Source: an optimization exercise on an open RTL-to-GDS flow (aim: small area, a short achievable clock period and few clock cycles). Production flows keep margins and buffers that such runs may drop. Function was checked by simulation only, so behaviour that the tests miss may differ from the original.

## flow/design.v (module list and top-level ports; edited modules follow where they fit)
// module BoothMul64x34: 3749 lines
// module MulFA: 4 lines
// module MulHA: 4 lines
// module RegisterFile: 19 lines
// module RdBit32: 15 lines
// module RfAoi222: 3 lines
// module RfAoi22: 3 lines
// module RfNand4: 3 lines
// module RfNand3: 3 lines
// module RfOr3: 3 lines
// module XmmRegisterFile: 19 lines
// module Riscv: 453 lines
module Riscv(
  input clk,
  input reset,
  input [31:0] instr,
  input [31:0] mem_read_data,
  output [31:0] instr_addr,
  output [31:0] data_addr,
  output should_read_mem,
  output should_write_mem,
  output [31:0] mem_write_data
);
  // ...
==> flow/flow/run.sh <==
#!/bin/bash
set -euo pipefail
export SETUP_SLACK_MARGIN=46
bash standard.sh > standard.log 2>&1
==> flow/standard.sh <==
#!/bin/bash
# synth_recipe.tcl (not shown) runs the flow's synth.tcl, then flattens the netlist and writes it again
# the make line also repeats each setting of config.mk as NAME=value (left out here)
make -C /OpenROAD-flow-scripts/flow DESIGN_CONFIG=/design/flow/config.mk WORK_HOME=/design/flow/orfs CLKGATE_MAP_FILE= SYNTH_SCRIPT=/design/flow/synth_recipe.tcl "${@:-finish}"
==> flow/config.mk <==
export PLATFORM = sky130hd
export DESIGN_NAME = Riscv
export DESIGN_NICKNAME = Riscv
export VERILOG_FILES = /design/flow/design.v
export SDC_FILE = /design/flow/constraint.sdc
export NUM_CORES = 8
export LEC_CHECK = 0
export CAP_MARGIN = 20
export CORE_MARGIN = 2
export CORE_UTILIZATION = 30
export CTS_CLUSTER_DIAMETER = 100
export CTS_CLUSTER_SIZE = 20
export PLACE_DENSITY = 0.45
export SLEW_MARGIN = 20
export SYNTH_HIERARCHICAL = 1
export SYNTH_MINIMUM_KEEP_SIZE = 0
==> flow/constraint.sdc <==
create_clock -name core_clock -period 60.0 [get_ports {clk}]
set_input_delay 12.0000 -clock core_clock [delete_from_list [all_inputs] [get_ports {clk}]]
set_output_delay 12.0000 -clock core_clock [all_outputs]
set_load 0.01 [all_outputs]
==> results.txt, run 1 <==
The final routed wirelength across all metal layers is 1360 mm. The xor/xnor cell area share of the yosys netlist is 5.52%. The flow ran to the end and the layout has no timing, DRC or antenna violations.

The final standard cell count with taps included and fillers excluded is 31000. In this run, distinct cell masters in the synthesized netlist total 132. The critical path buffer and inverter count is 11. The count of unresolved DRC violations after routing is 0. By instance count, the cell type seen most on the critical path is sky130_fd_sc_hd__fa_1. The multiplexer share of the synthesized area is 2.74%. The proportion of layout cells with a drive suffix above 1 came out at 14.1%. The worst-case setup margin in the final layout is 45.89 ns.

The critical path endpoint category is a flop. The setup fix buffers added after clock tree synthesis is 61. The worst clock skew is 0.164 ns. For this configuration, the core starts out at a cell density of 30.1%. The HPWL after detailed placement is 899 mm. The source-to-sink clock delay at the later pin of the worst-skew pair is 1.09 ns. The worst-margin pin slew came out at 1.33 ns. The number of antenna diodes in the final layout is 151. The fraction of area in multi-input gates came out at 46.1%. The final sum of negative setup slack is 0 ns. Buffers inserted to repair hold after CTS numbered 0. The detailed-routing iteration count for the pre-antenna-repair pass is 13. The worst hold path terminates at w_cvt. The portion of the layout cell area used by clock cells came out at 2.51%. Of all the cell area in the finished design, non-clock buffers hold 4.80%. The site row count is 325. The kind of cell with the highest combined delay along the critical path is compound AO/OA/AOI/OAI gates.

The number of global-route vias before repair is 194000. In this run the critical register-to-register path is captured at m_res[37]. Synthesis handed over a netlist of 19800 instances. Before CTS, the worst setup slack after placement is 42.82 ns. Entering global routing, the biggest net connects 124 pins.

The number of antenna violations at the first check in global routing is 171. Yosys attributes the largest share of cell area to sky130_fd_sc_hd__edfxtp_1 43%, sky130_fd_sc_hd__fa_1 9.5%, sky130_fd_sc_hd__a222oi_1 8.2%. Of the total standard cell area in the layout, the sequential portion is 40.9%.
Testbench counts, summed over its fixed seeds: cycles 107,835.
==> module Riscv, before the edit <==
module Riscv(
  input clk,
  input reset,
  input [31:0] instr,
  input [31:0] mem_read_data,
  output [31:0] instr_addr,
  output [31:0] data_addr,
  output should_read_mem,
  output should_write_mem,
  output [31:0] mem_write_data
);
  localparam [63:0] NAN  = 64'h8000000000000000;
  localparam [63:0] PINF = 64'h7fffffffffffffff;
  localparam [63:0] NINF = 64'h8000000000000001;
  reg [31:0] pc;                  
  reg [31:0] ir;                  
  reg [31:0] xpc;                 
  reg        xv;                  
  reg [31:0] sel1, sel2;          
  reg i_load, i_flw, i_opimm, i_auipc, i_store, i_fsw, i_op, i_lui, i_br, i_jalr, i_jal;
  reg f_add, f_sub, f_mul, f_div, f_sgn, f_mm, f_cmp, f_cvtws, f_cvtsw, f_mvxw, f_mvwx;
  reg use_x1, use_x2, use_f1, use_f2, wr_x, wr_f, is_mul, alu_sub;
  reg        m_wi, m_wx;          
  reg        m_late;              
  reg        m_ld;                
  reg        m_cvt;               
  reg [4:0]  m_rd;
  reg [63:0] m_res;
  reg [31:0] m_addr;
  reg [31:0] m_wdata;
  reg        m_rd_mem, m_wr_mem;
  reg        w_wi, w_wx, w_cvt;
  reg [4:0]  w_rd;
  reg [63:0] w_data;
  reg [32*32-1:0] xq;
  reg [31:0]      xvalid;
  reg [32*64-1:0] fq;
  reg [31:0]      fvalid;
  reg        mul_ph;
  reg [63:0] mul_pl;
  reg        d_pa, d_pc;          
  reg        d_busy, d_done;
  reg [5:0]  d_cnt;
  reg [62:0] d_r;                 
  reg [62:0] d_b;                 
  reg [63:0] d_nq;                
  reg        d_neg;
  assign instr_addr       = pc;
  assign data_addr        = m_addr;
  assign mem_write_data   = m_wdata;
  assign should_read_mem  = m_rd_mem;
  assign should_write_mem = m_wr_mem;
  function [64:0] add64;
    input [63:0] x, y;
    input c;
    reg [63:0] g, p, gg, pp;
    reg [64:0] cy;
    integer i, d;
    begin
      g = x & y;
      p = x ^ y;
      gg = g;
      pp = p;
      gg[0] = g[0] | (p[0] & c);
      for (d = 1; d < 64; d = d * 2)
        for (i = 2*d - 1; i < 64; i = i + 2*d) begin
          gg[i] = gg[i] | (pp[i] & gg[i-d]);
          pp[i] = pp[i] & pp[i-d];
        end
      for (d = 16; d >= 1; d = d / 2)
        for (i = 3*d - 1; i < 64; i = i + 2*d) begin
          gg[i] = gg[i] | (pp[i] & gg[i-d]);
          pp[i] = pp[i] & pp[i-d];
        end
      cy[0] = c;
      for (i = 0; i < 64; i = i + 1)
        cy[i+1] = gg[i];
      add64 = {cy[64], p ^ cy[63:0]};
    end
  endfunction
  wire [4:0] n_op = instr[6:2];
  wire [4:0] n_f5 = instr[31:27];
  wire [4:0] n_rd = instr[11:7];
  wire n_load  = n_op == 5'h00;
  wire n_flw   = n_op == 5'h01;
  wire n_opimm = n_op == 5'h04;
  wire n_auipc = n_op == 5'h05;
  wire n_store = n_op == 5'h08;
  wire n_fsw   = n_op == 5'h09;
  wire n_op_   = n_op == 5'h0c;
  wire n_lui   = n_op == 5'h0d;
  wire n_fp    = n_op == 5'h14;
  wire n_br    = n_op == 5'h18;
  wire n_jalr  = n_op == 5'h19;
  wire n_jal   = n_op == 5'h1b;
  wire n_fadd  = n_fp & (n_f5 == 5'h00);
  wire n_fsub  = n_fp & (n_f5 == 5'h01);
  wire n_fmul  = n_fp & (n_f5 == 5'h02);
  wire n_fdiv  = n_fp & (n_f5 == 5'h03);
  wire n_fsgn  = n_fp & (n_f5 == 5'h04);
  wire n_fmm   = n_fp & (n_f5 == 5'h05);
  wire n_fcmp  = n_fp & (n_f5 == 5'h14);
  wire n_cvtws = n_fp & (n_f5 == 5'h18);
  wire n_cvtsw = n_fp & (n_f5 == 5'h1a);
  wire n_mvxw  = n_fp & (n_f5 == 5'h1c);
  wire n_mvwx  = n_fp & (n_f5 == 5'h1e);
  wire n_fbin  = n_fadd | n_fsub | n_fmul | n_fdiv | n_fsgn | n_fmm | n_fcmp;
  wire [2:0] f3  = ir[14:12];
  wire [4:0] rd  = ir[11:7];
  wire [4:0] rs1 = ir[19:15];
  wire [4:0] rs2 = ir[24:20];
  wire m1 = m_rd == rs1;
  wire m2 = m_rd == rs2;
  wire w1 = w_rd == rs1;
  wire w2 = w_rd == rs2;
  wire haz = (m_late & m_wi & ((use_x1 & m1) | (use_x2 & m2)))
           | (m_late & m_wx & ((use_f1 & m1) | (use_f2 & m2)))
           | (w_cvt & ((use_f1 & w1) | (use_f2 & w2)));
  wire [31:0] rf_x1, rf_x2;
  wire [63:0] rf_f1, rf_f2;
  RegisterFile xrf(.q(xq), .s1(sel1 & xvalid), .s2(sel2 & xvalid), .rd1(rf_x1), .rd2(rf_x2));
  XmmRegisterFile frf(.q(fq), .s1(sel1 & fvalid), .s2(sel2 & fvalid), .rd1(rf_f1), .rd2(rf_f2));
  wire [31:0] x1 = (m_wi & m1) ? m_res[31:0] : (w_wi & w1) ? w_data[31:0] : rf_x1;
  wire [31:0] x2 = (m_wi & m2) ? m_res[31:0] : (w_wi & w2) ? w_data[31:0] : rf_x2;
  wire [63:0] a  = (m_wx & m1) ? m_res : (w_wx & w1) ? w_data : rf_f1;
  wire [63:0] b  = (m_wx & m2) ? m_res : (w_wx & w2) ? w_data : rf_f2;
  wire [31:0] imm_i = {{20{ir[31]}}, ir[31:20]};
  wire [31:0] imm_s = {{20{ir[31]}}, ir[31:25], ir[11:7]};
  wire [31:0] imm_b = {{20{ir[31]}}, ir[7], ir[30:25], ir[11:8], 1'b0};
  wire [31:0] imm_j = {{12{ir[31]}}, ir[19:12], ir[20], ir[30:21], 1'b0};
  wire [31:0] imm_u = {ir[31:12], 12'b0};
  wire [31:0] bop = (i_op | i_br) ? x2 : (i_store | i_fsw) ? imm_s : imm_i;
  wire [64:0] alu_sx  = add64({32'b0, x1}, {32'b0, bop ^ {32{alu_sub}}}, alu_sub);
  wire [31:0] alu_sum = alu_sx[31:0];
  wire        alu_ltu = !alu_sx[32];
  wire        alu_eq  = alu_sum == 32'b0;
  wire        alu_lt  = (x1[31] ^ bop[31]) ? x1[31] : alu_sum[31];
  wire        sh_left = f3 == 3'b001;
  wire        sh_fill = ir[30] & x1[31] & !sh_left;
  wire [31:0] sh_in, sh_out, sh_rev;
  genvar gi;
  generate
    for (gi = 0; gi < 32; gi = gi + 1) begin : rv
      assign sh_in[gi]  = sh_left ? x1[31 - gi] : x1[gi];
      assign sh_rev[gi] = sh_out[31 - gi];
    end
  endgenerate
  wire [63:0] sh_x = {{32{sh_fill}}, sh_in} >> bop[4:0];
  assign sh_out = sh_x[31:0];
  wire [63:0] mul_p;
  reg [31:0] alu_res;
  always @* begin
    case (f3)
      3'b000: alu_res = is_mul ? mul_p[31:0] : alu_sum;      
      3'b001: alu_res = sh_rev;
      3'b010: alu_res = {31'b0, alu_lt};
      3'b011: alu_res = {31'b0, alu_ltu};
      3'b100: alu_res = x1 ^ bop;
      3'b101: alu_res = sh_out;
      3'b110: alu_res = x1 | bop;
      default: alu_res = x1 & bop;
    endcase
  end
  wire [64:0] tgt_sx  = add64({32'b0, xpc}, {32'b0, i_br ? imm_b : i_jal ? imm_j : imm_u}, 1'b0);
  wire [31:0] tgt_sum = tgt_sx[31:0];
  reg br_taken;
  always @* begin
    case (f3)
      3'b000: br_taken = alu_eq;
      3'b001: br_taken = !alu_eq;
      3'b100: br_taken = alu_lt;
      3'b101: br_taken = !alu_lt;
      3'b110: br_taken = alu_ltu;
      3'b111: br_taken = !alu_ltu;
      default: br_taken = 1'b0;
    endcase
  end
  wire a_sign = a[63];
  wire b_sign = b[63];
  wire a_zero = a[62:0] == 63'b0;
  wire b_zero = b[62:0] == 63'b0;
  wire a_nan  = a_sign & a_zero;
  wire b_nan  = b_sign & b_zero;
  wire a_inf  = (a == PINF) | (a == NINF);
  wire b_inf  = (b == PINF) | (b == NINF);
  wire        sgn_flip = f3[1] ? b_sign : (a_sign ^ b_sign);
  wire        add_sub = f_sub | f_cmp | f_mm | (f_sgn & sgn_flip) | (f_div & (!d_done | d_neg));
  wire [63:0] add_a   = (f_div | f_sgn) ? 64'b0 : a;
  wire [63:0] add_b   = ((f_div & d_done) ? d_nq : ((f_div & d_pa) | f_sgn) ? a : b) ^ {64{add_sub}};
  wire [64:0] add_sx  = add64(add_a, add_b, add_sub);
  wire [63:0] add_sum = add_sx[63:0];
  wire add_bs  = f_sub ? (b_zero ? b_sign : !b_sign) : b_sign;
  wire add_nan = a_nan | b_nan | (a_inf & b_inf);
  wire add_ovf = a_inf | b_inf | ((a_sign == add_bs) & (a_sign != add_sum[63]));
  wire [63:0] add_res = add_nan ? NAN : add_ovf ? (add_sum[63] ? PINF : NINF) : add_sum;
  wire [63:0] mul_a = is_mul ? {x1, 32'b0} : a;
  wire [33:0] mul_b = is_mul ? {2'b00, x2} : mul_ph ? {b[63], b[63], b[63:32]} : {2'b00, b[31:0]};
  BoothMul64x34 mul(.a(mul_a), .bm(mul_b), .acc(mul_ph ? mul_pl : 64'b0), .hi(mul_ph), .p(mul_p));
  wire mul_es  = (a_sign ^ b_sign) & !a_zero & !b_zero;
  wire mul_nan = a_nan | b_nan | (a_inf & b_inf);
  wire mul_ovf = a_inf | b_inf | (mul_p[63] != mul_es);
  wire [63:0] mul_res = mul_nan ? NAN : mul_ovf ? (mul_es ? PINF : NINF) : mul_p;
  wire [63:0] sgn_res = (f3[1:0] == 2'b11) ? 64'b0 : add_sum;
  wire f_lt = (a_sign ^ b_sign) ? a_sign : add_sum[63];
  wire f_eq = add_sum == 64'b0;
  reg f_cmpr;
  always @* begin
    case (f3[1:0])
      2'b00: f_cmpr = f_lt | f_eq;
      2'b01: f_cmpr = f_lt;
      2'b10: f_cmpr = f_eq;
      default: f_cmpr = 1'b0;
    endcase
  end
  wire [63:0] mm_res = (f_lt ^ f3[0]) ? a : b;
  wire [62:0] div_au = a_sign ? add_sum[62:0] : a[62:0];
  wire [62:0] div_bu = b_sign ? add_sum[62:0] : b[62:0];
  wire div_special = a_nan | b_nan | a_zero | b_zero | a_inf | b_inf;
  wire [63:0] div_spec_res = (a_nan | b_nan | b_zero | (a_inf & b_inf)) ? NAN : a_inf ? a : 64'b0;
  wire [63:0] div_res = div_special ? div_spec_res : add_sum;
  wire cs_sign = !ir[20] & x1[31];
  wire cs_ovf  = cs_sign ? !((x1[31:15] == 17'h1ffff) & (x1[14:0] != 15'b0)) : (x1[31:15] != 17'b0);
  wire [63:0] cvtsw_res = cs_ovf ? (cs_sign ? NINF : PINF) : {x1[15:0], 48'b0};
  wire [63:0] a0 = a_inf ? {~a[63:1], a[0]} : a;
  wire a0_sign = a0[63];
  wire a0_nan  = a_nan;
  wire [31:0] cvt_u32 = (a0_nan | a0_sign) ? 32'b0 : a_inf ? 32'h7fffffff : {16'b0, a0[63:48]};
  wire [31:0] cvt_i32 = a0_nan ? 32'b0 : a_inf ? (a0_sign ? 32'h80000000 : 32'h7fffffff) : {{16{a0_sign}}, a0[63:48]};
  wire [63:0] fp_in = i_fsw ? b : a0;
  wire        fp_sign = fp_in[63];
  wire [63:0] fp_u = fp_sign ? -fp_in : fp_in;
  wire [62:0] fn0 = fp_u[62:0];
  wire fz5 = fn0[62:31] == 0;
  wire [62:0] fn1 = fz5 ? {fn0[30:0], 32'b0} : fn0;
  wire fz4 = fn1[62:47] == 0;
  wire [62:0] fn2 = fz4 ? {fn1[46:0], 16'b0} : fn1;
  wire fz3 = fn2[62:55] == 0;
  wire [62:0] fn3 = fz3 ? {fn2[54:0], 8'b0} : fn2;
  wire fz2 = fn3[62:59] == 0;
  wire [62:0] fn4 = fz2 ? {fn3[58:0], 4'b0} : fn3;
  wire fz1 = fn4[62:61] == 0;
  wire [62:0] fn5 = fz1 ? {fn4[60:0], 2'b0} : fn4;
  wire fz0 = !fn5[62];
  wire [62:0] fn6 = fz0 ? {fn5[61:0], 1'b0} : fn5;
  wire [7:0] fp_exp = fn6[62] ? 8'd141 - {2'b0, fz5, fz4, fz3, fz2, fz1, fz0} : 8'd0;
  wire [31:0] fp32 = (fp_in == NAN)  ? 32'h7fc00000 :
                     (fp_in == PINF) ? 32'h7f800000 :
                     (fp_in == NINF) ? 32'hff800000 :
                                       {fp_sign, fp_exp, fn6[61:39]};
  wire [63:0] fpu_res = (f_add | f_sub) ? add_res :
                        f_mul           ? mul_res :
                        f_div           ? div_res :
                        f_sgn           ? sgn_res :
                        f_mm            ? mm_res :
                                          cvtsw_res;
  wire [31:0] fpu_ires = f_cmp   ? {31'b0, f_cmpr} :
                         f_cvtws ? (ir[20] ? cvt_i32 : cvt_u32) :
                                   fp32;
  wire div_wait = f_div & !div_special & !d_done;
  wire mul_wait = f_mul & !mul_ph;
  wire stall    = xv & (haz | div_wait | mul_wait);
  wire commit   = xv & !stall;
  wire d_idle   = !d_pa & !d_pc & !d_busy & !d_done;
  wire launch   = xv & f_div & !div_special & !haz & d_idle;
  wire redirect = commit & (i_jal | i_jalr | (i_br & br_taken));
  wire [31:0] target = i_jalr ? alu_sum : tgt_sum;
  wire [31:0] ires = (i_opimm | i_op) ? alu_res :
                     i_auipc          ? tgt_sum :
                     i_lui            ? imm_u :
                     (i_jal | i_jalr) ? pc :
                     f_mvwx           ? x1 :
                                        fpu_ires;
  wire [63:0] xres = wr_f & !f_mvwx ? fpu_res : {32'b0, ires};
  always @(posedge clk or posedge reset) begin
    if (reset) begin
      pc <= 32'b0;
      xv <= 1'b0;
    end else if (!stall) begin
      pc <= redirect ? target : pc + 32'd4;
      xv <= !redirect;
    end
  end
  integer k;
  always @(posedge clk) begin
    if (!stall) begin
      ir  <= instr;
      xpc <= pc;
      for (k = 0; k < 32; k = k + 1) begin
        sel1[k] <= instr[19:15] == k;
        sel2[k] <= instr[24:20] == k;
      end
      i_load  <= n_load;
      i_flw   <= n_flw;
      i_opimm <= n_opimm;
      i_auipc <= n_auipc;
      i_store <= n_store;
      i_fsw   <= n_fsw;
      i_op    <= n_op_;
      i_lui   <= n_lui;
      i_br    <= n_br;
      i_jalr  <= n_jalr;
      i_jal   <= n_jal;
      f_add   <= n_fadd;
      f_sub   <= n_fsub;
      f_mul   <= n_fmul;
      f_div   <= n_fdiv;
      f_sgn   <= n_fsgn;
      f_mm    <= n_fmm;
      f_cmp   <= n_fcmp;
      f_cvtws <= n_cvtws;
      f_cvtsw <= n_cvtsw;
      f_mvxw  <= n_mvxw;
      f_mvwx  <= n_mvwx;
      use_x1  <= n_load | n_flw | n_store | n_fsw | n_opimm | n_op_ | n_br | n_jalr | n_cvtsw | n_mvwx;
      use_x2  <= n_store | n_op_ | n_br;
      use_f1  <= n_fbin | n_cvtws | n_mvxw;
      use_f2  <= n_fbin | n_fsw;
      wr_x    <= (n_load | n_opimm | n_auipc | n_op_ | n_lui | n_jal | n_jalr | n_fcmp | n_cvtws | n_mvxw) & (n_rd != 5'd0);
      wr_f    <= n_flw | n_fadd | n_fsub | n_fmul | n_fdiv | n_fsgn | n_fmm | n_cvtsw | n_mvwx;
      is_mul  <= n_op_ & (instr[14:12] == 3'b000) & instr[25];
      alu_sub <= n_br | ((n_op_ | n_opimm) & (instr[14:13] == 2'b01))
               | (n_op_ & (instr[14:12] == 3'b000) & instr[30] & !instr[25]);
    end
  end
  always @(posedge clk or posedge reset) begin
    if (reset) begin
      m_wi <= 1'b0; m_wx <= 1'b0; m_late <= 1'b0; m_ld <= 1'b0; m_cvt <= 1'b0;
      m_rd_mem <= 1'b0; m_wr_mem <= 1'b0;
    end else begin
      m_wi     <= commit & wr_x;
      m_wx     <= commit & wr_f;
      m_late   <= commit & (i_load | i_flw | f_mvwx);
      m_ld     <= commit & (i_load | i_flw);
      m_cvt    <= commit & (i_flw | f_mvwx);
      m_rd_mem <= commit & (i_load | i_flw);
      m_wr_mem <= commit & (i_store | i_fsw);
    end
  end
  always @(posedge clk) begin
    m_rd    <= rd;
    m_res   <= xres;
    m_addr  <= alu_sum;
    m_wdata <= i_fsw ? fp32 : x2;
  end
  always @(posedge clk or posedge reset) begin
    if (reset) begin
      w_wi <= 1'b0; w_wx <= 1'b0; w_cvt <= 1'b0;
    end else begin
      w_wi  <= m_wi;
      w_wx  <= m_wx;
      w_cvt <= m_cvt;
    end
  end
  always @(posedge clk) begin
    w_rd   <= m_rd;
    w_data <= m_ld ? {32'b0, mem_read_data} : m_res;
  end
  wire        wc_sign = w_data[31];
  wire [7:0]  wc_exp  = w_data[30:23];
  wire [22:0] wc_man  = w_data[22:0];
  wire        wc_nan  = (wc_exp == 8'd255) & (wc_man != 23'b0);
  wire        wc_inf  = wc_exp >= 8'd142;
  wire        wc_zero = wc_exp < 8'd79;         
  wire [7:0]  wc_sh   = 8'd142 - wc_exp;        
  wire [63:0] wc_abs  = {1'b1, wc_man, 40'b0} >> wc_sh[5:0];
  wire [63:0] wc_val  = wc_sign ? -wc_abs : wc_abs;
  wire [63:0] w_conv  = wc_nan  ? NAN :
                        wc_inf  ? (wc_sign ? NINF : PINF) :
                        wc_zero ? 64'b0 :
                                  wc_val;
  wire [63:0] w_fdata = w_cvt ? w_conv : w_data;
  always @(posedge clk) begin
    for (k = 1; k < 32; k = k + 1)
      if (w_wi && w_rd == k) xq[k*32 +: 32] <= w_data[31:0];
    for (k = 0; k < 32; k = k + 1)
      if (w_wx && w_rd == k) fq[k*64 +: 64] <= w_fdata;
  end
  always @(posedge clk or posedge reset) begin
    if (reset) begin
      xvalid <= 32'b0;
      fvalid <= 32'b0;
    end else begin
      for (k = 1; k < 32; k = k + 1)
        if (w_wi && w_rd == k) xvalid[k] <= 1'b1;
      for (k = 0; k < 32; k = k + 1)
        if (w_wx && w_rd == k) fvalid[k] <= 1'b1;
    end
  end
  always @(posedge clk or posedge reset) begin
    if (reset)
      mul_ph <= 1'b0;
    else if (xv & f_mul & !haz & !mul_ph)
      mul_ph <= 1'b1;
    else if (commit)
      mul_ph <= 1'b0;
  end
  always @(posedge clk)
    mul_pl <= mul_p;
  wire       d_zin = d_cnt < 6'd24;           
  wire       d_n1  = d_nq[63] & !d_zin;
  wire       d_n2  = d_nq[62] & !d_zin;
  wire [63:0] d_t1 = d_pc ? {1'b0, d_r} : {d_r, d_n1};
  wire [64:0] d_s1 = add64(d_t1, {1'b1, ~d_b}, 1'b1);
  wire        d_g1 = d_s1[64];
  wire [62:0] d_r1 = d_g1 ? d_s1[62:0] : d_t1[62:0];
  wire [63:0] d_t2 = {d_r1, d_n2};
  wire [64:0] d_s2 = add64(d_t2, {1'b1, ~d_b}, 1'b1);
  wire        d_g2 = d_s2[64];
  wire [62:0] d_r2 = d_g2 ? d_s2[62:0] : d_t2[62:0];
  always @(posedge clk or posedge reset) begin
    if (reset) begin
      d_pa   <= 1'b0;
      d_pc   <= 1'b0;
      d_busy <= 1'b0;
      d_done <= 1'b0;
      d_cnt  <= 6'd0;
    end else if (launch) begin
      d_pa <= 1'b1;
    end else if (d_pa) begin
      d_pa <= 1'b0;
      d_pc <= 1'b1;
    end else if (d_pc) begin
      d_pc   <= 1'b0;
      d_busy <= 1'b1;
      d_cnt  <= d_g1 ? 6'd55 : 6'd31;
    end else if (d_busy) begin
      d_cnt <= d_cnt - 6'd1;
      if (d_cnt == 6'd0) begin
        d_busy <= 1'b0;
        d_done <= 1'b1;
      end
    end else if (commit) begin
      d_done <= 1'b0;
    end
  end
  always @(posedge clk) begin
    if (launch) begin
      d_b   <= div_bu;
      d_neg <= a_sign ^ b_sign;
    end else if (d_pa) begin
      d_r   <= {16'b0, div_au[62:16]};
      d_nq  <= {div_au[15:0], 48'b0};
    end else if (d_pc) begin
      if (d_g1) begin                         
        d_r  <= 63'b0;
        d_nq <= {1'b0, d_r[46:0], d_nq[63:48]};
      end
    end else if (d_busy) begin
      d_r  <= d_r2;
      d_nq <= {d_nq[61:0], d_g1, d_g2};
    end
  end
endmodule
==> run 2: changes to the inputs <==
--- a/flow/design.v
+++ b/flow/design.v
@@ -3326,430 +3326,18 @@
   MulFA fan3271(.a(n3082), .b(n3083), .c(n1100), .s(n3271), .co(n3272));
   wire n3273 = ~(n3084 ^ n3085);
   wire n3274 = n3084 | n3085;
   wire n3275, n3276;
   MulFA fan3275(.a(n3086), .b(n1039), .c(n1102), .s(n3275), .co(n3276));
   wire n3277 = ~n1103;
   wire [95:0] ra = {n3276, n3274, n3272, n3270, n3268, n3266, n3264, n3262, n3260, n3258, n3256, n3254, n3252, n3250, n3248, n3246, n3244, n3242, n3240, n3238, n3236, n3234, n3232, n3230, n3228, n3226, n3224, n3222, n3220, n3218, n3216, n3214, n3212, n3210, n3208, n3206, n3204, n3202, n3200, n3198, n3196, n3194, n3192, n3190, n3188, n3186, n3184, n3182, n3180, n3178, n3176, n3174, n3172, n3170, n3168, n3166, n3164, n3162, n3160, n3158, n3156, n3154, n3152, n3150, n3148, n3146, n3144, n3142, n3140, n3138, n3136, n3134, n3132, n3130, n3128, n3126, n3124, n3122, n3120, n3118, n3116, n3114, n3112, n3110, n3108, n3106, n3104, n3102, n3100, n3098, n3096, n3094, n3092, n3090, n3088, n3087};
   wire [95:0] rb = {n3277, n3275, n3273, n3271, n3269, n3267, n3265, n3263, n3261, n3259, n3257, n3255, n3253, n3251, n3249, n3247, n3245, n3243, n3241, n3239, n3237, n3235, n3233, n3231, n3229, n3227, n3225, n3223, n3221, n3219, n3217, n3215, n3213, n3211, n3209, n3207, n3205, n3203, n3201, n3199, n3197, n3195, n3193, n3191, n3189, n3187, n3185, n3183, n3181, n3179, n3177, n3175, n3173, n3171, n3169, n3167, n3165, n3163, n3161, n3159, n3157, n3155, n3153, n3151, n3149, n3147, n3145, n3143, n3141, n3139, n3137, n3135, n3133, n3131, n3129, n3127, n3125, n3123, n3121, n3119, n3117, n3115, n3113, n3111, n3109, n3107, n3105, n3103, n3101, n3099, n3097, n3095, n3093, n3091, n3089, acc[0]};
-  wire [95:0] g = ra & rb;
-  wire [95:0] pp = ra ^ rb;
-  wire n3278 = g[15] | (pp[15] & g[14]);
-  wire n3279 = pp[15] & pp[14];
-  wire n3280 = g[13] | (pp[13] & g[12]);
-  wire n3281 = pp[13] & pp[12];
-  wire n3282 = n3278 | (n3279 & n3280);
-  wire n3283 = n3279 & n3281;
-  wire n3284 = g[11] | (pp[11] & g[10]);
-  wire n3285 = pp[11] & pp[10];
-  wire n3286 = g[9] | (pp[9] & g[8]);
-  wire n3287 = pp[9] & pp[8];
-  wire n3288 = n3284 | (n3285 & n3286);
-  wire n3289 = n3285 & n3287;
-  wire n3290 = n3282 | (n3283 & n3288);
-  wire n3291 = n3283 & n3289;
-  wire n3292 = g[7] | (pp[7] & g[6]);
-  wire n3293 = pp[7] & pp[6];
-  wire n3294 = g[5] | (pp[5] & g[4]);
-  wire n3295 = pp[5] & pp[4];
-  wire n3296 = n3292 | (n3293 & n3294);
-  wire n3297 = n3293 & n3295;
-  wire n3298 = g[3] | (pp[3] & g[2]);
-  wire n3299 = pp[3] & pp[2];
-  wire n3300 = g[1] | (pp[1] & g[0]);
-  wire n3301 = pp[1] & pp[0];
-  wire n3302 = n3298 | (n3299 & n3300);
-  wire n3303 = n3299 & n3301;
-  wire n3304 = n3296 | (n3297 & n3302);
-  wire n3305 = n3297 & n3303;
-  wire n3306 = n3290 | (n3291 & n3304);
-  wire n3307 = n3291 & n3305;
-  wire n3308 = g[17] | (pp[17] & g[16]);
-  wire n3309 = pp[17] & pp[16];
-  wire n3310 = g[19] | (pp[19] & g[18]);
-  wire n3311 = pp[19] & pp[18];
-  wire n3312 = g[21] | (pp[21] & g[20]);
-  wire n3313 = pp[21] & pp[20];
-  wire n3314 = g[23] | (pp[23] & g[22]);
-  wire n3315 = pp[23] & pp[22];
-  wire n3316 = g[25] | (pp[25] & g[24]);
-  wire n3317 = pp[25] & pp[24];
-  wire n3318 = g[27] | (pp[27] & g[26]);
-  wire n3319 = pp[27] & pp[26];
-  wire n3320 = g[29] | (pp[29] & g[28]);
-  wire n3321 = pp[29] & pp[28];
-  wire n3322 = g[31] | (pp[31] & g[30]);
-  wire n3323 = pp[31] & pp[30];
-  wire n3324 = g[33] | (pp[33] & g[32]);
-  wire n3325 = pp[33] & pp[32];
-  wire n3326 = g[35] | (pp[35] & g[34]);
-  wire n3327 = pp[35] & pp[34];
-  wire n3328 = g[37] | (pp[37] & g[36]);
-  wire n3329 = pp[37] & pp[36];
-  wire n3330 = g[39] | (pp[39] & g[38]);
-  wire n3331 = pp[39] & pp[38];
-  wire n3332 = g[41] | (pp[41] & g[40]);
-  wire n3333 = pp[41] & pp[40];
-  wire n3334 = g[43] | (pp[43] & g[42]);
-  wire n3335 = pp[43] & pp[42];
-  wire n3336 = g[45] | (pp[45] & g[44]);
-  wire n3337 = pp[45] & pp[44];
-  wire n3338 = g[47] | (pp[47] & g[46]);
-  wire n3339 = pp[47] & pp[46];
-  wire n3340 = g[49] | (pp[49] & g[48]);
-  wire n3341 = pp[49] & pp[48];
-  wire n3342 = g[51] | (pp[51] & g[50]);
-  wire n3343 = pp[51] & pp[50];
-  wire n3344 = g[53] | (pp[53] & g[52]);
-  wire n3345 = pp[53] & pp[52];
-  wire n3346 = g[55] | (pp[55] & g[54]);
-  wire n3347 = pp[55] & pp[54];
-  wire n3348 = g[57] | (pp[57] & g[56]);
-  wire n3349 = pp[57] & pp[56];
-  wire n3350 = g[59] | (pp[59] & g[58]);
-  wire n3351 = pp[59] & pp[58];
-  wire n3352 = g[61] | (pp[61] & g[60]);
-  wire n3353 = pp[61] & pp[60];
-  wire n3354 = g[63] | (pp[63] & g[62]);
-  wire n3355 = pp[63] & pp[62];
-  wire n3356 = g[65] | (pp[65] & g[64]);
-  wire n3357 = pp[65] & pp[64];
-  wire n3358 = g[67] | (pp[67] & g[66]);
-  wire n3359 = pp[67] & pp[66];
-  wire n3360 = g[69] | (pp[69] & g[68]);
-  wire n3361 = pp[69] & pp[68];
-  wire n3362 = g[71] | (pp[71] & g[70]);
-  wire n3363 = pp[71] & pp[70];
-  wire n3364 = g[73] | (pp[73] & g[72]);
-  wire n3365 = pp[73] & pp[72];
-  wire n3366 = g[75] | (pp[75] & g[74]);
-  wire n3367 = pp[75] & pp[74];
-  wire n3368 = g[77] | (pp[77] & g[76]);
-  wire n3369 = pp[77] & pp[76];
-  wire n3370 = g[79] | (pp[79] & g[78]);
-  wire n3371 = pp[79] & pp[78];
-  wire n3372 = g[81] | (pp[81] & g[80]);
-  wire n3373 = pp[81] & pp[80];
-  wire n3374 = g[83] | (pp[83] & g[82]);
-  wire n3375 = pp[83] & pp[82];
-  wire n3376 = g[85] | (pp[85] & g[84]);
-  wire n3377 = pp[85] & pp[84];
-  wire n3378 = g[87] | (pp[87] & g[86]);
-  wire n3379 = pp[87] & pp[86];
-  wire n3380 = g[89] | (pp[89] & g[88]);
-  wire n3381 = pp[89] & pp[88];
-  wire n3382 = g[91] | (pp[91] & g[90]);
-  wire n3383 = pp[91] & pp[90];
-  wire n3384 = g[93] | (pp[93] & g[92]);
-  wire n3385 = pp[93] & pp[92];
-  wire n3386 = g[95] | (pp[95] & g[94]);
-  wire n3387 = pp[95] & pp[94];
-  wire n3388 = n3310 | (n3311 & n3308);
-  wire n3389 = n3311 & n3309;
-  wire n3390 = n3314 | (n3315 & n3312);
-  wire n3391 = n3315 & n3313;
-  wire n3392 = n3318 | (n3319 & n3316);
-  wire n3393 = n3319 & n3317;
-  wire n3394 = n3322 | (n3323 & n3320);
-  wire n3395 = n3323 & n3321;
-  wire n3396 = n3326 | (n3327 & n3324);
-  wire n3397 = n3327 & n3325;
-  wire n3398 = n3330 | (n3331 & n3328);
-  wire n3399 = n3331 & n3329;
-  wire n3400 = n3334 | (n3335 & n3332);
-  wire n3401 = n3335 & n3333;
-  wire n3402 = n3338 | (n3339 & n3336);
-  wire n3403 = n3339 & n3337;
-  wire n3404 = n3342 | (n3343 & n3340);
-  wire n3405 = n3343 & n3341;
-  wire n3406 = n3346 | (n3347 & n3344);
-  wire n3407 = n3347 & n3345;
-  wire n3408 = n3350 | (n3351 & n3348);
-  wire n3409 = n3351 & n3349;
-  wire n3410 = n3354 | (n3355 & n3352);
-  wire n3411 = n3355 & n3353;
-  wire n3412 = n3358 | (n3359 & n3356);
-  wire n3413 = n3359 & n3357;
-  wire n3414 = n3362 | (n3363 & n3360);
-  wire n3415 = n3363 & n3361;
-  wire n3416 = n3366 | (n3367 & n3364);
-  wire n3417 = n3367 & n3365;
-  wire n3418 = n3370 | (n3371 & n3368);
-  wire n3419 = n3371 & n3369;
-  wire n3420 = n3374 | (n3375 & n3372);
-  wire n3421 = n3375 & n3373;
-  wire n3422 = n3378 | (n3379 & n3376);
-  wire n3423 = n3379 & n3377;
-  wire n3424 = n3382 | (n3383 & n3380);
-  wire n3425 = n3383 & n3381;
-  wire n3426 = n3386 | (n3387 & n3384);
-  wire n3427 = n3387 & n3385;
-  wire n3428 = n3390 | (n3391 & n3388);
-  wire n3429 = n3391 & n3389;
-  wire n3430 = n3394 | (n3395 & n3392);
-  wire n3431 = n3395 & n3393;
-  wire n3432 = n3398 | (n3399 & n3396);
-  wire n3433 = n3399 & n3397;
-  wire n3434 = n3402 | (n3403 & n3400);
-  wire n3435 = n3403 & n3401;
-  wire n3436 = n3406 | (n3407 & n3404);
-  wire n3437 = n3407 & n3405;
-  wire n3438 = n3410 | (n3411 & n3408);
-  wire n3439 = n3411 & n3409;
-  wire n3440 = n3414 | (n3415 & n3412);
-  wire n3441 = n3415 & n3413;
-  wire n3442 = n3418 | (n3419 & n3416);
-  wire n3443 = n3419 & n3417;
-  wire n3444 = n3422 | (n3423 & n3420);
-  wire n3445 = n3423 & n3421;
-  wire n3446 = n3426 | (n3427 & n3424);
-  wire n3447 = n3427 & n3425;
-  wire n3448 = n3430 | (n3431 & n3428);
-  wire n3449 = n3431 & n3429;
-  wire n3450 = n3434 | (n3435 & n3432);
-  wire n3451 = n3435 & n3433;
-  wire n3452 = n3438 | (n3439 & n3436);
-  wire n3453 = n3439 & n3437;
-  wire n3454 = n3442 | (n3443 & n3440);
-  wire n3455 = n3443 & n3441;
-  wire n3456 = n3446 | (n3447 & n3444);
-  wire n3457 = n3447 & n3445;
-  wire n3458 = n3450 | (n3451 & n3448);
-  wire n3459 = n3451 & n3449;
-  wire n3460 = n3454 | (n3455 & n3452);
-  wire n3461 = n3455 & n3453;
-  wire n3462 = n3460 | (n3461 & n3458);
-  wire n3463 = n3461 & n3459;
-  wire n3464 = n3452 | (n3453 & n3458);
-  wire n3465 = n3453 & n3459;
-  wire n3466 = n3456 | (n3457 & n3462);
-  wire n3467 = n3457 & n3463;
-  wire n3468 = n3432 | (n3433 & n3448);
-  wire n3469 = n3433 & n3449;
-  wire n3470 = n3436 | (n3437 & n3458);
-  wire n3471 = n3437 & n3459;
-  wire n3472 = n3440 | (n3441 & n3464);
-  wire n3473 = n3441 & n3465;
-  wire n3474 = n3444 | (n3445 & n3462);
-  wire n3475 = n3445 & n3463;
-  wire n3476 = n3392 | (n3393 & n3428);
-  wire n3477 = n3393 & n3429;
-  wire n3478 = n3396 | (n3397 & n3448);
-  wire n3479 = n3397 & n3449;
-  wire n3480 = n3400 | (n3401 & n3468);
-  wire n3481 = n3401 & n3469;
-  wire n3482 = n3404 | (n3405 & n3458);
-  wire n3483 = n3405 & n3459;
-  wire n3484 = n3408 | (n3409 & n3470);
-  wire n3485 = n3409 & n3471;
-  wire n3486 = n3412 | (n3413 & n3464);
-  wire n3487 = n3413 & n3465;
-  wire n3488 = n3416 | (n3417 & n3472);
-  wire n3489 = n3417 & n3473;
-  wire n3490 = n3420 | (n3421 & n3462);
-  wire n3491 = n3421 & n3463;
-  wire n3492 = n3424 | (n3425 & n3474);
-  wire n3493 = n3425 & n3475;
-  wire n3494 = n3312 | (n3313 & n3388);
-  wire n3495 = n3313 & n3389;
-  wire n3496 = n3316 | (n3317 & n3428);
-  wire n3497 = n3317 & n3429;
-  wire n3498 = n3320 | (n3321 & n3476);
-  wire n3499 = n3321 & n3477;
-  wire n3500 = n3324 | (n3325 & n3448);
-  wire n3501 = n3325 & n3449;
-  wire n3502 = n3328 | (n3329 & n3478);
-  wire n3503 = n3329 & n3479;
-  wire n3504 = n3332 | (n3333 & n3468);
-  wire n3505 = n3333 & n3469;
-  wire n3506 = n3336 | (n3337 & n3480);
-  wire n3507 = n3337 & n3481;
-  wire n3508 = n3340 | (n3341 & n3458);
-  wire n3509 = n3341 & n3459;
-  wire n3510 = n3344 | (n3345 & n3482);
-  wire n3511 = n3345 & n3483;
-  wire n3512 = n3348 | (n3349 & n3470);
-  wire n3513 = n3349 & n3471;
-  wire n3514 = n3352 | (n3353 & n3484);
-  wire n3515 = n3353 & n3485;
-  wire n3516 = n3356 | (n3357 & n3464);
-  wire n3517 = n3357 & n3465;
-  wire n3518 = n3360 | (n3361 & n3486);
-  wire n3519 = n3361 & n3487;
-  wire n3520 = n3364 | (n3365 & n3472);
-  wire n3521 = n3365 & n3473;
-  wire n3522 = n3368 | (n3369 & n3488);
-  wire n3523 = n3369 & n3489;
-  wire n3524 = n3372 | (n3373 & n3462);
-  wire n3525 = n3373 & n3463;
-  wire n3526 = n3376 | (n3377 & n3490);
-  wire n3527 = n3377 & n3491;
-  wire n3528 = n3380 | (n3381 & n3474);
-  wire n3529 = n3381 & n3475;
-  wire n3530 = n3384 | (n3385 & n3492);
-  wire n3531 = n3385 & n3493;
-  wire n3532 = g[18] | (pp[18] & n3308);
-  wire n3533 = pp[18] & n3309;
-  wire n3534 = g[20] | (pp[20] & n3388);
-  wire n3535 = pp[20] & n3389;
-  wire n3536 = g[22] | (pp[22] & n3494);
-  wire n3537 = pp[22] & n3495;
-  wire n3538 = g[24] | (pp[24] & n3428);
-  wire n3539 = pp[24] & n3429;
-  wire n3540 = g[26] | (pp[26] & n3496);
-  wire n3541 = pp[26] & n3497;
-  wire n3542 = g[28] | (pp[28] & n3476);
-  wire n3543 = pp[28] & n3477;
-  wire n3544 = g[30] | (pp[30] & n3498);
-  wire n3545 = pp[30] & n3499;
-  wire n3546 = g[32] | (pp[32] & n3448);
-  wire n3547 = pp[32] & n3449;
-  wire n3548 = g[34] | (pp[34] & n3500);
-  wire n3549 = pp[34] & n3501;
-  wire n3550 = g[36] | (pp[36] & n3478);
-  wire n3551 = pp[36] & n3479;
-  wire n3552 = g[38] | (pp[38] & n3502);
-  wire n3553 = pp[38] & n3503;
-  wire n3554 = g[40] | (pp[40] & n3468);
-  wire n3555 = pp[40] & n3469;
-  wire n3556 = g[42] | (pp[42] & n3504);
-  wire n3557 = pp[42] & n3505;
-  wire n3558 = g[44] | (pp[44] & n3480);
-  wire n3559 = pp[44] & n3481;
-  wire n3560 = g[46] | (pp[46] & n3506);
-  wire n3561 = pp[46] & n3507;
-  wire n3562 = g[48] | (pp[48] & n3458);
-  wire n3563 = pp[48] & n3459;
-  wire n3564 = g[50] | (pp[50] & n3508);
-  wire n3565 = pp[50] & n3509;
-  wire n3566 = g[52] | (pp[52] & n3482);
-  wire n3567 = pp[52] & n3483;
-  wire n3568 = g[54] | (pp[54] & n3510);
-  wire n3569 = pp[54] & n3511;
-  wire n3570 = g[56] | (pp[56] & n3470);
-  wire n3571 = pp[56] & n3471;
-  wire n3572 = g[58] | (pp[58] & n3512);
-  wire n3573 = pp[58] & n3513;
-  wire n3574 = g[60] | (pp[60] & n3484);
-  wire n3575 = pp[60] & n3485;
-  wire n3576 = g[62] | (pp[62] & n3514);
-  wire n3577 = pp[62] & n3515;
-  wire n3578 = g[64] | (pp[64] & n3464);
-  wire n3579 = pp[64] & n3465;
-  wire n3580 = g[66] | (pp[66] & n3516);
-  wire n3581 = pp[66] & n3517;
-  wire n3582 = g[68] | (pp[68] & n3486);
-  wire n3583 = pp[68] & n3487;
-  wire n3584 = g[70] | (pp[70] & n3518);
-  wire n3585 = pp[70] & n3519;
-  wire n3586 = g[72] | (pp[72] & n3472);
-  wire n3587 = pp[72] & n3473;
-  wire n3588 = g[74] | (pp[74] & n3520);
-  wire n3589 = pp[74] & n3521;
-  wire n3590 = g[76] | (pp[76] & n3488);
-  wire n3591 = pp[76] & n3489;
-  wire n3592 = g[78] | (pp[78] & n3522);
-  wire n3593 = pp[78] & n3523;
-  wire n3594 = g[80] | (pp[80] & n3462);
-  wire n3595 = pp[80] & n3463;
-  wire n3596 = g[82] | (pp[82] & n3524);
-  wire n3597 = pp[82] & n3525;
-  wire n3598 = g[84] | (pp[84] & n3490);
-  wire n3599 = pp[84] & n3491;
-  wire n3600 = g[86] | (pp[86] & n3526);
-  wire n3601 = pp[86] & n3527;
-  wire n3602 = g[88] | (pp[88] & n3474);
-  wire n3603 = pp[88] & n3475;
-  wire n3604 = g[90] | (pp[90] & n3528);
-  wire n3605 = pp[90] & n3529;
-  wire n3606 = g[92] | (pp[92] & n3492);
-  wire n3607 = pp[92] & n3493;
-  wire n3608 = g[94] | (pp[94] & n3530);
-  wire n3609 = pp[94] & n3531;
-  wire n3610 = g[16] | (pp[16] & n3306);
-  wire n3611 = n3308 | (n3309 & n3306);
-  wire n3612 = n3532 | (n3533 & n3306);
-  wire n3613 = n3388 | (n3389 & n3306);
-  wire n3614 = n3534 | (n3535 & n3306);
-  wire n3615 = n3494 | (n3495 & n3306);
-  wire n3616 = n3536 | (n3537 & n3306);
-  wire n3617 = n3428 | (n3429 & n3306);
-  wire n3618 = n3538 | (n3539 & n3306);
-  wire n3619 = n3496 | (n3497 & n3306);
-  wire n3620 = n3540 | (n3541 & n3306);
-  wire n3621 = n3476 | (n3477 & n3306);
-  wire n3622 = n3542 | (n3543 & n3306);
-  wire n3623 = n3498 | (n3499 & n3306);
-  wire n3624 = n3544 | (n3545 & n3306);
-  wire n3625 = n3448 | (n3449 & n3306);
-  wire n3626 = n3546 | (n3547 & n3306);
-  wire n3627 = n3500 | (n3501 & n3306);
-  wire n3628 = n3548 | (n3549 & n3306);
-  wire n3629 = n3478 | (n3479 & n3306);
-  wire n3630 = n3550 | (n3551 & n3306);
-  wire n3631 = n3502 | (n3503 & n3306);
-  wire n3632 = n3552 | (n3553 & n3306);
-  wire n3633 = n3468 | (n3469 & n3306);
-  wire n3634 = n3554 | (n3555 & n3306);
-  wire n3635 = n3504 | (n3505 & n3306);
-  wire n3636 = n3556 | (n3557 & n3306);
-  wire n3637 = n3480 | (n3481 & n3306);
-  wire n3638 = n3558 | (n3559 & n3306);
-  wire n3639 = n3506 | (n3507 & n3306);
-  wire n3640 = n3560 | (n3561 & n3306);
-  wire n3641 = n3458 | (n3459 & n3306);
-  wire n3642 = n3562 | (n3563 & n3306);
-  wire n3643 = n3508 | (n3509 & n3306);
-  wire n3644 = n3564 | (n3565 & n3306);
-  wire n3645 = n3482 | (n3483 & n3306);
-  wire n3646 = n3566 | (n3567 & n3306);
-  wire n3647 = n3510 | (n3511 & n3306);
-  wire n3648 = n3568 | (n3569 & n3306);
-  wire n3649 = n3470 | (n3471 & n3306);
-  wire n3650 = n3570 | (n3571 & n3306);
-  wire n3651 = n3512 | (n3513 & n3306);
-  wire n3652 = n3572 | (n3573 & n3306);
-  wire n3653 = n3484 | (n3485 & n3306);
-  wire n3654 = n3574 | (n3575 & n3306);
-  wire n3655 = n3514 | (n3515 & n3306);
-  wire n3656 = n3576 | (n3577 & n3306);
-  wire n3657 = n3464 | (n3465 & n3306);
-  wire n3658 = n3578 | (n3579 & n3306);
-  wire n3659 = n3516 | (n3517 & n3306);
-  wire n3660 = n3580 | (n3581 & n3306);
-  wire n3661 = n3486 | (n3487 & n3306);
-  wire n3662 = n3582 | (n3583 & n3306);
-  wire n3663 = n3518 | (n3519 & n3306);
-  wire n3664 = n3584 | (n3585 & n3306);
-  wire n3665 = n3472 | (n3473 & n3306);
-  wire n3666 = n3586 | (n3587 & n3306);
-  wire n3667 = n3520 | (n3521 & n3306);
-  wire n3668 = n3588 | (n3589 & n3306);
-  wire n3669 = n3488 | (n3489 & n3306);
-  wire n3670 = n3590 | (n3591 & n3306);
-  wire n3671 = n3522 | (n3523 & n3306);
-  wire n3672 = n3592 | (n3593 & n3306);
-  wire n3673 = n3462 | (n3463 & n3306);
-  wire n3674 = n3594 | (n3595 & n3306);
-  wire n3675 = n3524 | (n3525 & n3306);
-  wire n3676 = n3596 | (n3597 & n3306);
-  wire n3677 = n3490 | (n3491 & n3306);
-  wire n3678 = n3598 | (n3599 & n3306);
-  wire n3679 = n3526 | (n3527 & n3306);
-  wire n3680 = n3600 | (n3601 & n3306);
-  wire n3681 = n3474 | (n3475 & n3306);
-  wire n3682 = n3602 | (n3603 & n3306);
-  wire n3683 = n3528 | (n3529 & n3306);
-  wire n3684 = n3604 | (n3605 & n3306);
-  wire n3685 = n3492 | (n3493 & n3306);
-  wire n3686 = n3606 | (n3607 & n3306);
-  wire n3687 = n3530 | (n3531 & n3306);
-  wire n3688 = n3608 | (n3609 & n3306);
-  wire [95:16] t = {pp[95] ^ n3688, pp[94] ^ n3687, pp[93] ^ n3686, pp[92] ^ n3685, pp[91] ^ n3684, pp[90] ^ n3683, pp[89] ^ n3682, pp[88] ^ n3681, pp[87] ^ n3680, pp[86] ^ n3679, pp[85] ^ n3678, pp[84] ^ n3677, pp[83] ^ n3676, pp[82] ^ n3675, pp[81] ^ n3674, pp[80] ^ n3673, pp[79] ^ n3672, pp[78] ^ n3671, pp[77] ^ n3670, pp[76] ^ n3669, pp[75] ^ n3668, pp[74] ^ n3667, pp[73] ^ n3666, pp[72] ^ n3665, pp[71] ^ n3664, pp[70] ^ n3663, pp[69] ^ n3662, pp[68] ^ n3661, pp[67] ^ n3660, pp[66] ^ n3659, pp[65] ^ n3658, pp[64] ^ n3657, pp[63] ^ n3656, pp[62] ^ n3655, pp[61] ^ n3654, pp[60] ^ n3653, pp[59] ^ n3652, pp[58] ^ n3651, pp[57] ^ n3650, pp[56] ^ n3649, pp[55] ^ n3648, pp[54] ^ n3647, pp[53] ^ n3646, pp[52] ^ n3645, pp[51] ^ n3644, pp[50] ^ n3643, pp[49] ^ n3642, pp[48] ^ n3641, pp[47] ^ n3640, pp[46] ^ n3639, pp[45] ^ n3638, pp[44] ^ n3637, pp[43] ^ n3636, pp[42] ^ n3635, pp[41] ^ n3634, pp[40] ^ n3633, pp[39] ^ n3632, pp[38] ^ n3631, pp[37] ^ n3630, pp[36] ^ n3629, pp[35] ^ n3628, pp[34] ^ n3627, pp[33] ^ n3626, pp[32] ^ n3625, pp[31] ^ n3624, pp[30] ^ n3623, pp[29] ^ n3622, pp[28] ^ n3621, pp[27] ^ n3620, pp[26] ^ n3619, pp[25] ^ n3618, pp[24] ^ n3617, pp[23] ^ n3616, pp[22] ^ n3615, pp[21] ^ n3614, pp[20] ^ n3613, pp[19] ^ n3612, pp[18] ^ n3611, pp[17] ^ n3610, pp[16] ^ n3306};
+  wire [95:0] tt = ra + rb;
+  wire [95:16] t = tt[95:16];
   assign p = hi ? t[79:16] : t[95:32];
 endmodule
 module MulFA(input a, input b, input c, output s, output co);
   assign s = a ^ b ^ c;
   assign co = (a & b) | (a & c) | (b & c);
 endmodule
 module MulHA(input a, input b, output s, output co);
   assign s = a ^ b;
@@ -3852,16 +3440,18 @@
   reg        m_late;              
   reg        m_ld;                
   reg        m_cvt;               
   reg [4:0]  m_rd;
   reg [63:0] m_res;
   reg [31:0] m_addr;
   reg [31:0] m_wdata;
   reg        m_rd_mem, m_wr_mem;
+  reg        m_fmt;               
+  reg        m_mes;               
   reg        w_wi, w_wx, w_cvt;
   reg [4:0]  w_rd;
   reg [63:0] w_data;
   reg [32*32-1:0] xq;
   reg [31:0]      xvalid;
   reg [32*64-1:0] fq;
   reg [31:0]      fvalid;
   reg        mul_ph;
@@ -3943,20 +3533,21 @@
   wire w2 = w_rd == rs2;
   wire haz = (m_late & m_wi & ((use_x1 & m1) | (use_x2 & m2)))
            | (m_late & m_wx & ((use_f1 & m1) | (use_f2 & m2)))
            | (w_cvt & ((use_f1 & w1) | (use_f2 & w2)));
   wire [31:0] rf_x1, rf_x2;
   wire [63:0] rf_f1, rf_f2;
   RegisterFile xrf(.q(xq), .s1(sel1 & xvalid), .s2(sel2 & xvalid), .rd1(rf_x1), .rd2(rf_x2));
   XmmRegisterFile frf(.q(fq), .s1(sel1 & fvalid), .s2(sel2 & fvalid), .rd1(rf_f1), .rd2(rf_f2));
-  wire [31:0] x1 = (m_wi & m1) ? m_res[31:0] : (w_wi & w1) ? w_data[31:0] : rf_x1;
-  wire [31:0] x2 = (m_wi & m2) ? m_res[31:0] : (w_wi & w2) ? w_data[31:0] : rf_x2;
-  wire [63:0] a  = (m_wx & m1) ? m_res : (w_wx & w1) ? w_data : rf_f1;
-  wire [63:0] b  = (m_wx & m2) ? m_res : (w_wx & w2) ? w_data : rf_f2;
+  wire [63:0] m_val = (m_fmt & (m_res[63] != m_mes)) ? (m_mes ? PINF : NINF) : m_res;
+  wire [31:0] x1 = (m_wi & m1) ? m_val[31:0] : (w_wi & w1) ? w_data[31:0] : rf_x1;
+  wire [31:0] x2 = (m_wi & m2) ? m_val[31:0] : (w_wi & w2) ? w_data[31:0] : rf_x2;
+  wire [63:0] a  = (m_wx & m1) ? m_val : (w_wx & w1) ? w_data : rf_f1;
+  wire [63:0] b  = (m_wx & m2) ? m_val : (w_wx & w2) ? w_data : rf_f2;
   wire [31:0] imm_i = {{20{ir[31]}}, ir[31:20]};
   wire [31:0] imm_s = {{20{ir[31]}}, ir[31:25], ir[11:7]};
   wire [31:0] imm_b = {{20{ir[31]}}, ir[7], ir[30:25], ir[11:8], 1'b0};
   wire [31:0] imm_j = {{12{ir[31]}}, ir[19:12], ir[20], ir[30:21], 1'b0};
   wire [31:0] imm_u = {ir[31:12], 12'b0};
   wire [31:0] bop = (i_op | i_br) ? x2 : (i_store | i_fsw) ? imm_s : imm_i;
   wire [64:0] alu_sx  = add64({32'b0, x1}, {32'b0, bop ^ {32{alu_sub}}}, alu_sub);
   wire [31:0] alu_sum = alu_sx[31:0];
@@ -4020,19 +3611,19 @@
   wire add_bs  = f_sub ? (b_zero ? b_sign : !b_sign) : b_sign;
   wire add_nan = a_nan | b_nan | (a_inf & b_inf);
   wire add_ovf = a_inf | b_inf | ((a_sign == add_bs) & (a_sign != add_sum[63]));
   wire [63:0] add_res = add_nan ? NAN : add_ovf ? (add_sum[63] ? PINF : NINF) : add_sum;
   wire [63:0] mul_a = is_mul ? {x1, 32'b0} : a;
   wire [33:0] mul_b = is_mul ? {2'b00, x2} : mul_ph ? {b[63], b[63], b[63:32]} : {2'b00, b[31:0]};
   BoothMul64x34 mul(.a(mul_a), .bm(mul_b), .acc(mul_ph ? mul_pl : 64'b0), .hi(mul_ph), .p(mul_p));
   wire mul_es  = (a_sign ^ b_sign) & !a_zero & !b_zero;
-  wire mul_nan = a_nan | b_nan | (a_inf & b_inf);
-  wire mul_ovf = a_inf | b_inf | (mul_p[63] != mul_es);
-  wire [63:0] mul_res = mul_nan ? NAN : mul_ovf ? (mul_es ? PINF : NINF) : mul_p;
+  wire mul_special = a_zero | b_zero | a_inf | b_inf;
+  wire [63:0] mul_spec_res = (a_nan | b_nan | (a_inf & b_inf)) ? NAN :
+                             (a_inf | b_inf) ? (mul_es ? PINF : NINF) : 64'b0;
   wire [63:0] sgn_res = (f3[1:0] == 2'b11) ? 64'b0 : add_sum;
   wire f_lt = (a_sign ^ b_sign) ? a_sign : add_sum[63];
   wire f_eq = add_sum == 64'b0;
   reg f_cmpr;
   always @* begin
     case (f3[1:0])
       2'b00: f_cmpr = f_lt | f_eq;
       2'b01: f_cmpr = f_lt;
@@ -4071,26 +3662,26 @@
   wire fz0 = !fn5[62];
   wire [62:0] fn6 = fz0 ? {fn5[61:0], 1'b0} : fn5;
   wire [7:0] fp_exp = fn6[62] ? 8'd141 - {2'b0, fz5, fz4, fz3, fz2, fz1, fz0} : 8'd0;
   wire [31:0] fp32 = (fp_in == NAN)  ? 32'h7fc00000 :
                      (fp_in == PINF) ? 32'h7f800000 :
                      (fp_in == NINF) ? 32'hff800000 :
                                        {fp_sign, fp_exp, fn6[61:39]};
   wire [63:0] fpu_res = (f_add | f_sub) ? add_res :
-                        f_mul           ? mul_res :
+                        f_mul           ? (mul_special ? mul_spec_res : mul_p) :   
                         f_div           ? div_res :
                         f_sgn           ? sgn_res :
                         f_mm            ? mm_res :
                                           cvtsw_res;
   wire [31:0] fpu_ires = f_cmp   ? {31'b0, f_cmpr} :
                          f_cvtws ? (ir[20] ? cvt_i32 : cvt_u32) :
                                    fp32;
   wire div_wait = f_div & !div_special & !d_done;
-  wire mul_wait = f_mul & !mul_ph;
+  wire mul_wait = f_mul & !mul_ph & !mul_special;
   wire stall    = xv & (haz | div_wait | mul_wait);
   wire commit   = xv & !stall;
   wire d_idle   = !d_pa & !d_pc & !d_busy & !d_done;
   wire launch   = xv & f_div & !div_special & !haz & d_idle;
   wire redirect = commit & (i_jal | i_jalr | (i_br & br_taken));
   wire [31:0] target = i_jalr ? alu_sum : tgt_sum;
   wire [31:0] ires = (i_opimm | i_op) ? alu_res :
                      i_auipc          ? tgt_sum :
@@ -4148,45 +3739,47 @@
       is_mul  <= n_op_ & (instr[14:12] == 3'b000) & instr[25];
       alu_sub <= n_br | ((n_op_ | n_opimm) & (instr[14:13] == 2'b01))
                | (n_op_ & (instr[14:12] == 3'b000) & instr[30] & !instr[25]);
     end
   end
   always @(posedge clk or posedge reset) begin
     if (reset) begin
       m_wi <= 1'b0; m_wx <= 1'b0; m_late <= 1'b0; m_ld <= 1'b0; m_cvt <= 1'b0;
-      m_rd_mem <= 1'b0; m_wr_mem <= 1'b0;
+      m_rd_mem <= 1'b0; m_wr_mem <= 1'b0; m_fmt <= 1'b0;
     end else begin
       m_wi     <= commit & wr_x;
       m_wx     <= commit & wr_f;
       m_late   <= commit & (i_load | i_flw | f_mvwx);
       m_ld     <= commit & (i_load | i_flw);
       m_cvt    <= commit & (i_flw | f_mvwx);
       m_rd_mem <= commit & (i_load | i_flw);
       m_wr_mem <= commit & (i_store | i_fsw);
+      m_fmt    <= commit & f_mul & !mul_special;
     end
   end
   always @(posedge clk) begin
     m_rd    <= rd;
     m_res   <= xres;
     m_addr  <= alu_sum;
     m_wdata <= i_fsw ? fp32 : x2;
+    m_mes   <= mul_es;
   end
   always @(posedge clk or posedge reset) begin
     if (reset) begin
       w_wi <= 1'b0; w_wx <= 1'b0; w_cvt <= 1'b0;
     end else begin
       w_wi  <= m_wi;
       w_wx  <= m_wx;
       w_cvt <= m_cvt;
     end
   end
   always @(posedge clk) begin
     w_rd   <= m_rd;
-    w_data <= m_ld ? {32'b0, mem_read_data} : m_res;
+    w_data <= m_ld ? {32'b0, mem_read_data} : m_val;
   end
   wire        wc_sign = w_data[31];
   wire [7:0]  wc_exp  = w_data[30:23];
   wire [22:0] wc_man  = w_data[22:0];
   wire        wc_nan  = (wc_exp == 8'd255) & (wc_man != 23'b0);
   wire        wc_inf  = wc_exp >= 8'd142;
   wire        wc_zero = wc_exp < 8'd79;         
   wire [7:0]  wc_sh   = 8'd142 - wc_exp;        
@@ -4212,17 +3805,17 @@
         if (w_wi && w_rd == k) xvalid[k] <= 1'b1;
       for (k = 0; k < 32; k = k + 1)
         if (w_wx && w_rd == k) fvalid[k] <= 1'b1;
     end
   end
   always @(posedge clk or posedge reset) begin
     if (reset)
       mul_ph <= 1'b0;
-    else if (xv & f_mul & !haz & !mul_ph)
+    else if (xv & f_mul & !haz & !mul_ph & !mul_special)
       mul_ph <= 1'b1;
     else if (commit)
       mul_ph <= 1'b0;
   end
   always @(posedge clk)
     mul_pl <= mul_p;
   wire       d_zin = d_cnt < 6'd24;           
   wire       d_n1  = d_nq[63] & !d_zin;
==> flow/flow/run.sh (replaced) <==
#!/bin/bash
set -euo pipefail
export SETUP_SLACK_MARGIN=46.3
bash standard.sh > standard.log 2>&1
==> run 2 against run 1 <==
Against the previous run:
- critical endpoint is now m_res[17]
- highest routed layer unchanged
- synthesized area rose by 1.4%
- worst hold slack worse by 0.0070 ns
- register-to-register slack improved by 0.19 ns
- final cell count grew 1.8%
- still clean on timing, DRC and antenna
==> results.txt, run 2 <==
The register with the most flip-flops in the layout has 2048 of them. The die area is 804000 um^2. The highest cell delay on the worst timing path is 0.70 ns.

Routability-driven placement finished with a final weighted congestion of 1.05. The final critical path takes up 23.2% of the cycle. The instance count along the most critical hold path is 0. The I/O pin total came out at 164. The largest area contributor in the synthesized netlist is sky130_fd_sc_hd__edfxtp_1. At the end of the flow, the number of nets in the layout was 22600. The max capacitance violation total came out at 0. The depth of the most critical reg-to-reg path is 35. The clock sink total came out at 3764. The routed wire length per instance came out at 44.4 um. The detailed router placed 211000 vias in this run. The flow ran to the end and the layout has no timing, DRC or antenna violations. By area the synthesized netlist is led by sky130_fd_sc_hd__edfxtp_1 42%, sky130_fd_sc_hd__fa_1 9.4%, sky130_fd_sc_hd__a222oi_1 8.2%. The proportion of layout cells with a drive suffix above 1 was 13.7% (-0.38 points). Dividing the detail-routed via count by the number of cells gives 6.68.

The final sum of negative setup slack is 0 ns (unchanged). The portion of the post-synthesis area used by sequential elements is 45.9%.

The number of global-route vias before repair came out at 197000 (+1.3%). The critical path in this run is classified as flop to flop.

The worst clock skew came out at 0.212 ns (+0.0479 ns). The count of unresolved DRC violations after routing came out at 0 (unchanged). The site row count came out at 327 (+0.62%). In the post-synthesis netlist, the cell with the most instances is sky130_fd_sc_hd__edfxtp_1. The starting DRC count in detailed routing came out at 40400. The critical-path maximum fanout came out at 45. The hold-fix buffer count after cts came out at 0 (unchanged).

The source-to-sink clock delay at the later pin of the worst-skew pair came to 1.15 ns (+0.06 ns). The final routed wirelength across all metal layers came out at 1400 mm (+3.2%). The largest net degree at the start of global routing is 133 (+7.3%).

The critical path endpoint category is a flop. The distinct cell type count of the synthesized netlist came out at 115 (-13%).

The number of buffers inserted during clock tree synthesis came out at 231. The gate count after technology mapping is 20400 (+3.1%). The detailed placer's ending HPWL came out at 955 mm (+6.2%). The worst-margin pin slew is 1.35 ns (+0.0226 ns).

The number of antenna violations at the first check in global routing is 195 (+14%). The initial core utilization is 30.1% (about the same). fq holds more flip-flops than any other register. After synthesis, the largest area contributor takes up 42.4% of total cell area. TritonCTS built the clock tree. The detailed-routing iteration count for the pre-antenna-repair pass came to 15 (+2). Counting the fill cells in the layout gives 79300.
run 2: changes by cell type in the layout (fill, tap and decap cells not counted), moves of 46 or more:
cell	change
sky130_fd_sc_hd__a21oi_1	+107
sky130_fd_sc_hd__nand2_1	+74
sky130_fd_sc_hd__clkdlybuf4s50_1	-63
sky130_fd_sc_hd__a31oi_1	-60
sky130_fd_sc_hd__buf_4	+57
sky130_fd_sc_hd__xor2_1	-48
sky130_fd_sc_hd__a2111oi_0	+47
sky130_fd_sc_hd__a222oi_1	+47
sky130_fd_sc_hd__o21ai_0	+46
run 2: timing repair:
action | 4_1_cts | 5_1_grt
setup buffers | 68 | 68
setup endpoints to repair | 294 | 253
gates cloned | 4 | 15
gates resized for setup | 640 | 168
pin swaps | 24 | 38
run 2: area by class of cell:
type,count,area (um^2),area share (%)
multi-input cells,14900,127000,46.9
diodes,123,308,0.114
repair buffers,1340,11500,4.24
well taps,10500,13200,4.87
inverters,499,1900,0.703
clock inverters,49,752,0.278
clock buffers,317,6180,2.29
flip-flops and latches,3764,110000,40.6
run 2: routing by layer:
metal / vias up / routed length (um) / track usage (%)
met5: - / 655 / 0.0710
met3: 3448 / 169000 / 9.69
met1: 109000 / 517000 / 41.3
met2: 15800 / 593000 / 49.1
li1: 82900 / - / -
met4: 62 / 122000 / 22.9
run 2: worst paths after layout:
kind / slack (ns) / endpoint / from
hold reg to reg: 0.37 / w_cvt / m_cvt
max in group asynchronous: 46.48 / fvalid[14] / reset
setup / recovery: 46.08 / m_res[17] / sel1[21]
setup reg to reg: 46.08 / m_res[17] / sel1[21]
hold / removal: 0.37 / w_cvt / m_cvt
min in group asynchronous: 11.54 / pc[27] / reset
run 2: through the flow:
| stage | cells | area (um^2) | setup slack [ns] | util, % |
|---|---|---|---|---|
| 2_1_floorplan | 20600 | 240000 | 46.44 | - |
| 3_3_place_gp | 30900 | 260000 | 44.06 | 32.8 |
| 3_5_place_dp | 30900 | 260000 | 44.17 | 32.8 |
| 4_1_cts | 31400 | 269000 | 46.18 | 33.8 |
| 5_1_grt | 31500 | 270000 | 46.14 | 34.0 |
| 6_report | 31600 | 270000 | 46.08 | 34.1 |
run 2: cell families (layout without fill, tap and decap cells):
group	count (synthesis)	after routing	synth area share, %
DFF	3764	3764	45.9
xor gates and xnor gates	1472	1472	5.41
adders and majority gates	1718	1718	12.5
muxes	601	601	2.74
AOI/OAI and AO/OA	6498	6499	21.1
other	1	251	0.00157
and+or+nand+nor	4511	4526	9.33
buffers and inverters	1862	2205	3.00
run 2: critical path, delay by kind of cell, from the launching register on:
kind	cells	cell delay (ns)
AND/OR/NAND/NOR	13	5.49
flip-flops	1	0.53
adder cells (fa/ha/maj)	1	0.48
XOR/XNOR	1	0.14
AO/OA/AOI/OAI	13	4.58
buffers and inverters	5	1.56
multiplexers	2	0.75
run 2: Yosys stat by module (local to each module, per instance), excerpt:
| module | cells inside | flops+latches |
|---|---|---|
| RfOr3 | 1 | 0 |
| RfNand4 | 1 | 0 |
| MulFA | 1 | 0 |
| BoothMul64x34 | 4106 | 0 |
| MulHA | 1 | 0 |
| Riscv | 12400 | 3764 |
| RfAoi222 | 1 | 0 |
| RfAoi22 | 1 | 0 |
| RfNand3 | 1 | 0 |
Testbench counts of run 2, summed over its fixed seeds: cycles 104,155.

==> separate check: timing with driven ports <==
No port has a modelled driver above. Below, the same layouts with a new extraction and two added sets of constraints.
Step 1 assumes that a clkbuf_16 drives the clock port and a buf_2 every other input.
Step 2 moves the port delays by t, midway between the first and last clock arrival at a register: inputs arrive t later, outputs are due t later. That takes back most of the time a late clock gives input paths.
Three values: ideal, step 1, step 2; two values: the first two.
| run | shift t [ns] | setup slack, ns | slew at the worst register clock pin (ns) |
|---|---|---|---|
| run 1 | 1.155 | 45.893 / 45.893 / 45.353 | 0.11 / 0.11 |
| run 2 | 1.193 | 46.080 / 46.067 / 45.342 | 0.11 / 0.11 |
After both steps every run listed still meets setup and hold. The setup slack of run 2, which loses most, moves by -0.013 ns with the drivers and by -0.738 ns with both steps. The worst setup slack also covers recovery checks on asynchronous resets.
